What follows belongs to an exercise in optimizing a design on an open flow for small area; a production flow would make more cautious choices. In this exercise RTL edits were held to simulation tests only and were not proved equivalent to the original.

## flow/design.v

```verilog
module X_Calculator(
    input[31:0] x,
    input[31:0] y,
    input [31:0] angle,
    input [1:0] mode,
    input [31:0] y_shift,
    input clock,
    output [31:0] x_out
);
reg [31:0] x_out_temp;
always @ (posedge clock)
begin
    case(mode)
    2'b01:
    begin
        x_out_temp <= y[31] ? x - y_shift : x + y_shift;
    end
    2'b11:
    begin
        x_out_temp <= y[31] ? x + y_shift : x - y_shift;
    end
    2'b00:
    begin
        x_out_temp <= x;
    end
    endcase 
end
assign x_out = x_out_temp;
endmodule
module Y_Calculator(
    input [31:0] y,
    input [31:0] x_shift,
    input clock,
    output wire [31:0] y_out
);
reg [31:0] y_out_temp;
always @ (posedge clock)
  begin
    y_out_temp <= y[31] ? y + x_shift : y - x_shift;
  end
assign y_out = y_out_temp;
endmodule
module Z_Calculator(
    input [31:0] angle,
    input [31:0] y,
    input [31:0] lookup_table_amount,
    input clock,
    output wire [31:0] angle_out
);
reg [31:0] angle_out_temp;
always @ (posedge clock)
begin
  angle_out_temp <= y[31] ? angle - lookup_table_amount : angle + lookup_table_amount;
end
assign angle_out = angle_out_temp;
endmodule
module Scaler(input [31:0] number , input [1:0] mode , output [31:0] answer);
reg [31:0] circular_answer , hyperbolic_answer;
always @(*)
begin
    hyperbolic_answer <= number + (((number>>>3) + (number>>>4))
     + ((number>>>6) + (number>>>8))) + (((number>>>12) + (number>>>13)) + ((number>>>14) + (number>>>15)));
    circular_answer <=  (number >>> 1) + ((((number >>>4) + (number>>>5))
     + ((number>>>7) + (number>>>8))) + (((number>>>10) + (number>>>11)) + ((number>>>12) + (number>>>13))));
end
assign answer = (mode == 2'b01)? circular_answer : ((mode == 2'b11) ? hyperbolic_answer : number);
endmodule
module Quadrant_Corrector(
    input [31:0] x,
    input [31:0] y,
    input[31:0] angle,
    output reg [31:0] x_out,
    output reg [31:0] y_out,
    output reg [31:0] angle_out
);
always @(*)
begin
    case({x[31] , y[31]})
        2'b00,2'b01:
            begin		 
            x_out <= x;
            y_out <= y;
            angle_out <= 32'b00000000000000000000000000000000;
            end
        2'b10:				 
            begin
            x_out <= -y;
            y_out <= x;
            angle_out <= 32'b00100000000000000000000000000000;
            end
        2'b11:				 
            begin
            x_out <= y;			
            y_out <= -x;
            angle_out <= 32'b01000000000000000000000000000000;
            end
    endcase
end
endmodule
module CORDIC_Vector(input clock,
    input signed [31:0] x,
    input signed [31:0] y,
    input signed [31:0] angle,
    input [1:0] mode,
    output wire signed [31:0] rotated_x,
    output wire signed [31:0] rotated_y,
    output wire signed [31:0] final_angle);
parameter NUMBER_OF_ITERATIONS = 17;
wire signed [31:0] x_prime [0:NUMBER_OF_ITERATIONS-1];
wire signed [31:0] y_prime [0:NUMBER_OF_ITERATIONS-1];
wire signed [31:0] x_start, y_start,angle_start;
wire signed [31:0] rotated_angles [0:NUMBER_OF_ITERATIONS-1];
Quadrant_Corrector qc(.x(x) , .y(y) , .angle(angle) , .x_out(x_start) , .y_out(y_start) , .angle_out(angle_start));
begin
  assign  x_prime[0] = x_start;
  assign  y_prime[0] = y_start;
  assign rotated_angles[0] = angle_start;
end
genvar i;
generate
for (i=0;i<NUMBER_OF_ITERATIONS;i=i+1)
begin: iterations
	    wire signed [31:0] xshift, yshift , lta;
        assign xshift = x_prime[i] >>> i;  
        assign yshift = y_prime[i] >>> i;
        assign lta = Lookup(i , mode);
        X_Calculator xc(.x(x_prime[i]) , .y(y_prime[i]) , .angle(rotated_angles[i])
        , .mode (mode) , .y_shift(yshift) , .clock(clock) , .x_out(x_prime[i+1]));
        Y_Calculator yc(.y(y_prime[i]), .x_shift(xshift) , .clock(clock) , .y_out(y_prime[i+1]));
        Z_Calculator zc(.angle(rotated_angles[i]) ,.y(y_prime[i]), .lookup_table_amount(lta) , .clock(clock) ,
         .angle_out(rotated_angles[i+1]));
end
endgenerate
wire [31:0] scaled_x , scaled_y;
Scaler scaler(.number(x_prime[NUMBER_OF_ITERATIONS-1]) , .mode(mode) , .answer(scaled_x));
Scaler scaler2(.number(y_prime[NUMBER_OF_ITERATIONS-1]) , .mode(mode) , .answer(scaled_y));
assign rotated_x = scaled_x;
assign rotated_y = scaled_y;
assign final_angle = rotated_angles[NUMBER_OF_ITERATIONS-1];
 function [31:0] Lookup;
    input [4:0] index; input [1:0] mode;
     begin : funcbody
    reg [31:0] atan_table [0:31];
    reg [31:0] atanh_table [0:31];
    reg [31:0] lin_table [0:31];
     atan_table[0] 	= 32'b00010000000000000000000000000000;
     atan_table[1] 	= 32'b00001001011100100000001010001111;
     atan_table[2] 	= 32'b00000100111111011001110000101110;
     atan_table[3] 	= 32'b00000010100010001000100011101010;
     atan_table[4] 	= 32'b00000001010001011000011010100010;
     atan_table[5] 	= 32'b00000000101000101110101111110001;
     atan_table[6] 	= 32'b00000000010100010111101100001111;
     atan_table[7] 	= 32'b00000000001010001011111000101011;
     atan_table[8] 	= 32'b00000000000101000101111100101010;
     atan_table[9] 	= 32'b00000000000010100010111110010111;
     atan_table[10] 	= 32'b00000000000001010001011111001100;
     atan_table[11] 	= 32'b00000000000000101000101111100110;
     atan_table[12] 	= 32'b00000000000000010100010111110011;
     atan_table[13] 	= 32'b00000000000000001010001011111010;
     atan_table[14] 	= 32'b00000000000000000101000101111101;
     atan_table[15] 	= 32'b00000000000000000010100010111110;
     atan_table[16] 	= 32'b00000000000000000001010001011111;
     atan_table[17] 	= 32'b00000000000000000000101000110000;
     atan_table[18] 	= 32'b00000000000000000000010100011000;
     atan_table[19] 	= 32'b00000000000000000000001010001100;
     atan_table[20] 	= 32'b00000000000000000000000101000110;
     atan_table[21] 	= 32'b00000000000000000000000010100011;
     atan_table[22] 	= 32'b00000000000000000000000001010001;
     atan_table[23] 	= 32'b00000000000000000000000000101001;
     atan_table[24] 	= 32'b00000000000000000000000000010100;
     atan_table[25] 	= 32'b00000000000000000000000000001010;
     atan_table[26] 	= 32'b00000000000000000000000000000101;
     atan_table[27] 	= 32'b00000000000000000000000000000011;
     atan_table[28] 	= 32'b00000000000000000000000000000001;
     atan_table[29] 	= 32'b00000000000000000000000000000001;
     atan_table[30] 	= 32'b00000000000000000000000000000000;
     atan_table[31] 	= 32'b00000000000000000000000000000000;
 		atanh_table[0] = 32'b01000110010011111010100111101011;
		atanh_table[1] = 32'b00100000101100010101110111110101;
		atanh_table[2] = 32'b00010000000101011000100100011101;
		atanh_table[3] = 32'b00001000000000101010110001000101;
		atanh_table[4] = 32'b00001000000000101010110001000101;
		atanh_table[5] = 32'b00000100000000000101010101100010;
		atanh_table[6] = 32'b00000010000000000000101010101011;
		atanh_table[7] = 32'b00000001000000000000000101010101;
		atanh_table[8] = 32'b00000000100000000000000000101011;
		atanh_table[9] = 32'b00000000010000000000000000000101;
		atanh_table[10] = 32'b00000000001000000000000000000001;
		atanh_table[11] = 32'b00000000000100000000000000000000;
		atanh_table[12] = 32'b00000000000010000000000000000000;
		atanh_table[13] = 32'b00000000000001000000000000000000;
		atanh_table[14] = 32'b00000000000001000000000000000000;
		atanh_table[15] = 32'b00000000000000100000000000000000;
		atanh_table[16] = 32'b00000000000000010000000000000000;
		atanh_table[17] = 32'b00000000000000001000000000000000;
		atanh_table[18] = 32'b00000000000000000100000000000000;
		atanh_table[19] = 32'b00000000000000000010000000000000;
		atanh_table[20] = 32'b00000000000000000001000000000000;
		atanh_table[21] = 32'b00000000000000000000100000000000;
		atanh_table[22] = 32'b00000000000000000000010000000000;
		atanh_table[23] = 32'b00000000000000000000001000000000;
		atanh_table[24] = 32'b00000000000000000000000100000000;
		atanh_table[25] = 32'b00000000000000000000000010000000;
		atanh_table[26] = 32'b00000000000000000000000001000000;
		atanh_table[27] = 32'b00000000000000000000000000100000;
		atanh_table[28] = 32'b00000000000000000000000000010000;
		atanh_table[29] = 32'b00000000000000000000000000001000;
		atanh_table[30] = 32'b00000000000000000000000000000100;
		atanh_table[31] = 32'b00000000000000000000000000000010;
     lin_table[0] 	= 32'b10000000000000000000000000000000;
     lin_table[1] 	= 32'b01000000000000000000000000000000;
     lin_table[2] 	= 32'b00100000000000000000000000000000;
     lin_table[3] 	= 32'b00010000000000000000000000000000;
     lin_table[4] 	= 32'b00001000000000000000000000000000;
     lin_table[5] 	= 32'b00000100000000000000000000000000;
     lin_table[6] 	= 32'b00000010000000000000000000000000;
     lin_table[7] 	= 32'b00000001000000000000000000000000;
     lin_table[8] 	= 32'b00000000100000000000000000000000;
     lin_table[9] 	= 32'b00000000010000000000000000000000;
     lin_table[10] 	= 32'b00000000001000000000000000000000;
     lin_table[11] 	= 32'b00000000000100000000000000000000;
     lin_table[12] 	= 32'b00000000000010000000000000000000;
     lin_table[13] 	= 32'b00000000000001000000000000000000;
     lin_table[14] 	= 32'b00000000000000100000000000000000;
     lin_table[15] 	= 32'b00000000000000010000000000000000;
     lin_table[16] 	= 32'b00000000000000001000000000000000;
     lin_table[17] 	= 32'b00000000000000000100000000000000;
     lin_table[18] 	= 32'b00000000000000000010000000000000;
     lin_table[19] 	= 32'b00000000000000000001000000000000;
     lin_table[20] 	= 32'b00000000000000000000100000000000;
     lin_table[21] 	= 32'b00000000000000000000010000000000;
     lin_table[22] 	= 32'b00000000000000000000001000000000;
     lin_table[23] 	= 32'b00000000000000000000000100000000;
     lin_table[24] 	= 32'b00000000000000000000000010000000;
     lin_table[25] 	= 32'b00000000000000000000000001000000;
     lin_table[26] 	= 32'b00000000000000000000000000100000;
     lin_table[27] 	= 32'b00000000000000000000000000010000;
     lin_table[28] 	= 32'b00000000000000000000000000001000;
     lin_table[29] 	= 32'b00000000000000000000000000000100;
     lin_table[30] 	= 32'b00000000000000000000000000000010;
     lin_table[31] 	= 32'b00000000000000000000000000000001;
     Lookup = (mode == 2'b01)? atan_table[index] : ((mode == 2'b11)? atanh_table[index] : lin_table[index]);
   end
  endfunction
endmodule
module TopModule(input clock,
    input signed [31:0] x,
    input signed [31:0] y,
    input signed [31:0] angle,
    input [1:0] mode,
    output wire signed [31:0] rotated_x,
    output wire signed [31:0] rotated_y,
    output wire signed [31:0] final_angle);
CORDIC_Vector #(17) cr  (.clock(clock),.x(x) ,.y(y) , .angle(angle) , .mode(mode) , .rotated_x(rotated_x) , .rotated_y(rotated_y) , .final_angle(final_angle));
endmodule
```

## flow/run.sh

```bash
#!/bin/bash
# synth_recipe.tcl (not shown) runs the flow's synth.tcl, then flattens the netlist and writes it again
# the make line also repeats each setting of config.mk as NAME=value (left out here)
make -C /OpenROAD-flow-scripts/flow DESIGN_CONFIG=/design/flow/config.mk WORK_HOME=/design/flow/orfs CLKGATE_MAP_FILE= SYNTH_SCRIPT=/design/flow/synth_recipe.tcl finish
```

## flow/config.mk

```make
export PLATFORM = sky130hd
export DESIGN_NAME = TopModule
export DESIGN_NICKNAME = TopModule
export VERILOG_FILES = /design/flow/design.v
export SDC_FILE = /design/flow/constraint.sdc
export NUM_CORES = 4
export LEC_CHECK = 0
export CAP_MARGIN = 20
export CORE_MARGIN = 2
export CORE_UTILIZATION = 45
export SLEW_MARGIN = 20
```

## flow/constraint.sdc

```tcl
create_clock -name core_clock -period 12.0 [get_ports {clock}]
set_input_delay 2.4000 -clock core_clock [delete_from_list [all_inputs] [get_ports {clock}]]
set_output_delay 2.4000 -clock core_clock [all_outputs]
set_load 0.01 [all_outputs]
```

==> summary.txt <==
- Hold is met by approximately 0.33 ns.
- The number of antenna violations at the first check in global routing is 18.
- The count of buffers added on input and output ports is 162.
- Clock tree synthesis found a total of 1511 sinks.
- The violation count after the first detailed-routing iteration is 12900.
- In this run, synthesis produced a sequential element count of 1511.
- Setup repair after global routing left no endpoint under its margin.
- The first global-routing pass estimated 835000 um of wire.
- For this design, the CTS-stage hold fixing added 0 buffers.
- Entering global routing, the biggest net connects 148 pins.
- In this run the tightest slew margin relative to its limit is roughly 24%.
- The top cell type by area accounts for approximately 16% of the synthesized area.
- For the final database, setup skew stands at 0.0560 ns.
- The count of final max-slew check failures is 0.
- The minimum clock period after layout is around 12 ns.
- The met2 track utilization from global routing is 43.9%.
- Counting distinct cell types in the post-synthesis netlist gives 96.
- Clock-pin slew was measured on the worst setup and hold paths at around 0.060 ns.
- The number of enable flip-flop cells after synthesis is 512.
- The wire-length estimate of the detail-placed layout is 428000 um.
- Measured along the y axis, the die boundary spans 619 um.
- The data required time at the worst endpoint is 9.60 ns.
- The residual overflow from global routing is 0.
- The area growth from synthesis to layout is 7.67%.
- The number of placement rows is between 200 and 250.
- The congestion estimate from routability-driven global placement came to 0.952.
- The source-to-sink clock delay at the later pin of the worst-skew pair is 0.92 ns.
- The number of nets handed over by synthesis was 23700.
- The number of antenna-violating nets in the routed design is 0.
- The root buffer cell is sky130_fd_sc_hd__clkbuf_16.
- In the layout the commonest cells are sky130_fd_sc_hd__ha_1 (2217), sky130_fd_sc_hd__a21oi_1 (2190), sky130_fd_sc_hd__nor2_1 (1851).
- The most frequent standard cell in the layout excluding fill and tap cells is sky130_fd_sc_hd__ha_1.
- The sort of element at the end of the critical path is a primary output.
- Yosys attributes the largest share of cell area to sky130_fd_sc_hd__ha_1 (16%), sky130_fd_sc_hd__dfxtp_1 (12%), sky130_fd_sc_hd__edfxtp_1 (9.0%).
- The maximum operating frequency is ~86 MHz.
- The count of pins on the block boundary is slightly below 200.
- Among all flip-flop cells after synthesis, the most frequent one is sky130_fd_sc_hd__dfxtp_1.
- The tightest min-delay check is of the register to register type.
- The maximum level of the CTS H-tree is 4.
- The worst reg-to-reg setup slack is 6.19 ns.
- The largest total area in the synthesized netlist belongs to sky130_fd_sc_hd__ha_1.
- Setup violations remaining at the end of the flow were counted as 0.
- The critical path is of the register to primary output type.
- Summed over all failing endpoints, the final setup total negative slack is 0 ns.
- The final hold violation count came to 0.
- The mapped netlist covers 170000 um2.
- Global routing used 27.3% of the available tracks.
- The effective utilization at floorplan is around 45%.
- The run finished with no timing, DRC or antenna violations.
- Dividing the synthesized area by the synthesized cell count gives 8.16 um2.
- The post-layout net count is 23400.
- The number of warnings issued by yosys is approximately 110.
- The number of buffers added by the clock tree synthesis step is 183.
- The master of the slowest instance on the critical path is sky130_fd_sc_hd__clkdlybuf4s50_1.
- In this run the worst path has a maximum fanout of 8.
- In the finished design, the share of the clock period the worst path needs comes to slightly below 100%.
- In this design, the stage delay of the slowest critical-path cell is ~0.56 ns.
- For this run, asynchronously set or reset flops after synthesis account for 0%.
- The area inside the core boundary is approximately 380000 um2.
- Dividing the detail-routed wire length by the instance count gives 21.1 um.
- The slew at the pin closest to its max-slew limit is 1.14 ns.
- The critical path launch point type is a register.
- The layout cell share with drive strength beyond 1 is 3.80%.
- After filler insertion, the fill cell instance count of the layout stands at roughly 37000.
- The arrival time at the worst endpoint is around 9 ns.
- Once layout is complete, the cells apart from fillers number 25800.
- TritonCTS built the clock tree.
- Summed over all layers, the routed wires come to about 540000 um.
- The global routing met1 resource utilization is approximately 38%.
- The post-synthesis instance total is 20800.
- For this run, the detailed router's first-pass iteration total came to 6.
- The floorplan die area is around 380000 um2.
- The met3 usage is between 2 and 3%.
- The die span in x is 619 um.
- The final route contains roughly 150k vias.
- The number of global-route vias before repair was 143000.
- The layer flagged by global routing as most heavily used is met2.
- The longest clock path from root to sink contains 4 buffers.
- Of the synthesized area, sequential elements account for 20.8%.
- For this run, design rule violations remaining after detail routing come to 0.
- Among the stages of the critical path, the cell type that occurs most often is sky130_fd_sc_hd__fa_1.
- The tool flagged a number of max-cap violations equal to 0.
- The number of placed instances, taps included, is 25400.
- The detail-routed via count per cell is 5.95.
- At the end of the flow the core is filled with cells to 48.7%.
## final cells by class
class / count / area (um2) / share of cell area (%)
diodes: 8 / 20.0 / 0.0109
clock buffers: 237 / 5100 / 2.79
clock inverters: 99 / 1120 / 0.614
inverters: 1726 / 6490 / 3.55
multi-input cells: 16800 / 126000 / 68.6
flip-flops and latches: 1511 / 35400 / 19.3
well taps: 4994 / 6250 / 3.41
repair buffers: 347 / 3070 / 1.68
## metal layers
| layer | up-vias | share of wire (%) |
|---|---|---|
| li1 | 74700 | - |
| met1 | 73200 | 46 |
| met2 | 4598 | 45 |
| met3 | 767 | 6.0 |
| met4 | 4 | 3.1 |
| met5 | - | 0.0050 |
## repair_timing
| item | 4_1_cts | 5_1_grt |
|---|---|---|
| setup endpoints to repair | 0 | 9 |
| gates resized for setup | 0 | 21 |
| setup buffers | 0 | 4 |
## worst max-delay path, delay by kind of cell, from the launching register on
kind	cells	cell delay [ns]
compound gates	10	2.39
fa+ha+maj	6	2.85
simple gates	4	0.71
xor+xnor	3	0.77
buf+inv	5	1.05
flops	1	0.48
## cell families after synthesis
group	after synthesis	synth area share, %
AO/OA/AOI/OAI	6920	26.7
AND/OR/NAND/NOR	5192	14.1
adder cells (fa/ha/maj)	2738	22.4
buffers and inverters	2496	5.52
XOR/XNOR	1803	9.29
flip-flops	1511	20.8
multiplexers	179	1.09
## registers in the layout, indices dropped and copies added, names as in the netlist
| name | flops |
|---|---|
| cr.iterations.zc.angle_out_temp | 487 |
| cr.iterations.yc.y_out_temp | 512 |
| cr.iterations.xc.x_out_temp | 512 |
## path summary, 6_finish.rpt
path / from / cells past startpoint / to
worst min-delay path: cr.iterations[12].zc.angle_out_temp[0] / 0 / cr.iterations[13].zc.angle_out_temp[0]
worst min register to register: cr.iterations[12].zc.angle_out_temp[0] / 0 / cr.iterations[13].zc.angle_out_temp[0]
worst max register to register: cr.iterations[8].xc.x_out_temp[9] / 18 / cr.iterations[9].yc.y_out_temp[30]
worst max-delay path: cr.iterations[15].yc.y_out_temp[14] / 28 / rotated_y[31]
## Yosys cell counts (219+ instances only)
master                     number
sky130_fd_sc_hd__ha_1        2220
sky130_fd_sc_hd__a21oi_1     2196
sky130_fd_sc_hd__nor2_1      1854
sky130_fd_sc_hd__inv_1       1701
sky130_fd_sc_hd__nand2_1     1292
sky130_fd_sc_hd__xnor2_1     1165
sky130_fd_sc_hd__o21ai_0     1150
sky130_fd_sc_hd__dfxtp_1      999
sky130_fd_sc_hd__a21o_1       690
sky130_fd_sc_hd__clkbuf_1     684
sky130_fd_sc_hd__xor2_1       638
sky130_fd_sc_hd__fa_1         518
sky130_fd_sc_hd__edfxtp_1     512
sky130_fd_sc_hd__o21bai_1     448
sky130_fd_sc_hd__nor3_1       435
sky130_fd_sc_hd__nand3_1      276
sky130_fd_sc_hd__nand2b_1     250
sky130_fd_sc_hd__nor2b_1      232
sky130_fd_sc_hd__a221o_1      219
## stage by stage
stage          setup slack (ns)  cell area, um2
2_1_floorplan              1.28          170000
3_3_place_gp               1.07          177000
3_5_place_dp               1.09          177000
4_1_cts                  0.0561          183000
5_1_grt                  0.0390          183000
6_report                  0.428          183000

[re-timing with driven ports]
No port has a modelled driver above. Below, the same layout with a new extraction and two added sets of constraints.
Step 1 sets driving cells, clkbuf_16 on the clock port and buf_2 on the other inputs (assumed; they add their load-dependent delay and slew).
Step 2 moves the port delays by t, midway between the first and last clock arrival at a register: inputs arrive t later, outputs are due t later. That takes back most of the time a late clock gives input paths.
a / b / c = ideal ports / drivers / drivers and shift; a / b = the first two.
t (ns): 0.985
slack for setup (ns): 0.428 / 0.326 / 1.311
worst setup path after step 2: register to output
slew at the worst register clock pin (ns): 0.07 / 0.07
After both steps setup and hold are still met in this run. The setup slack of this run moves by -0.102 ns with the drivers and by +0.883 ns with both steps.
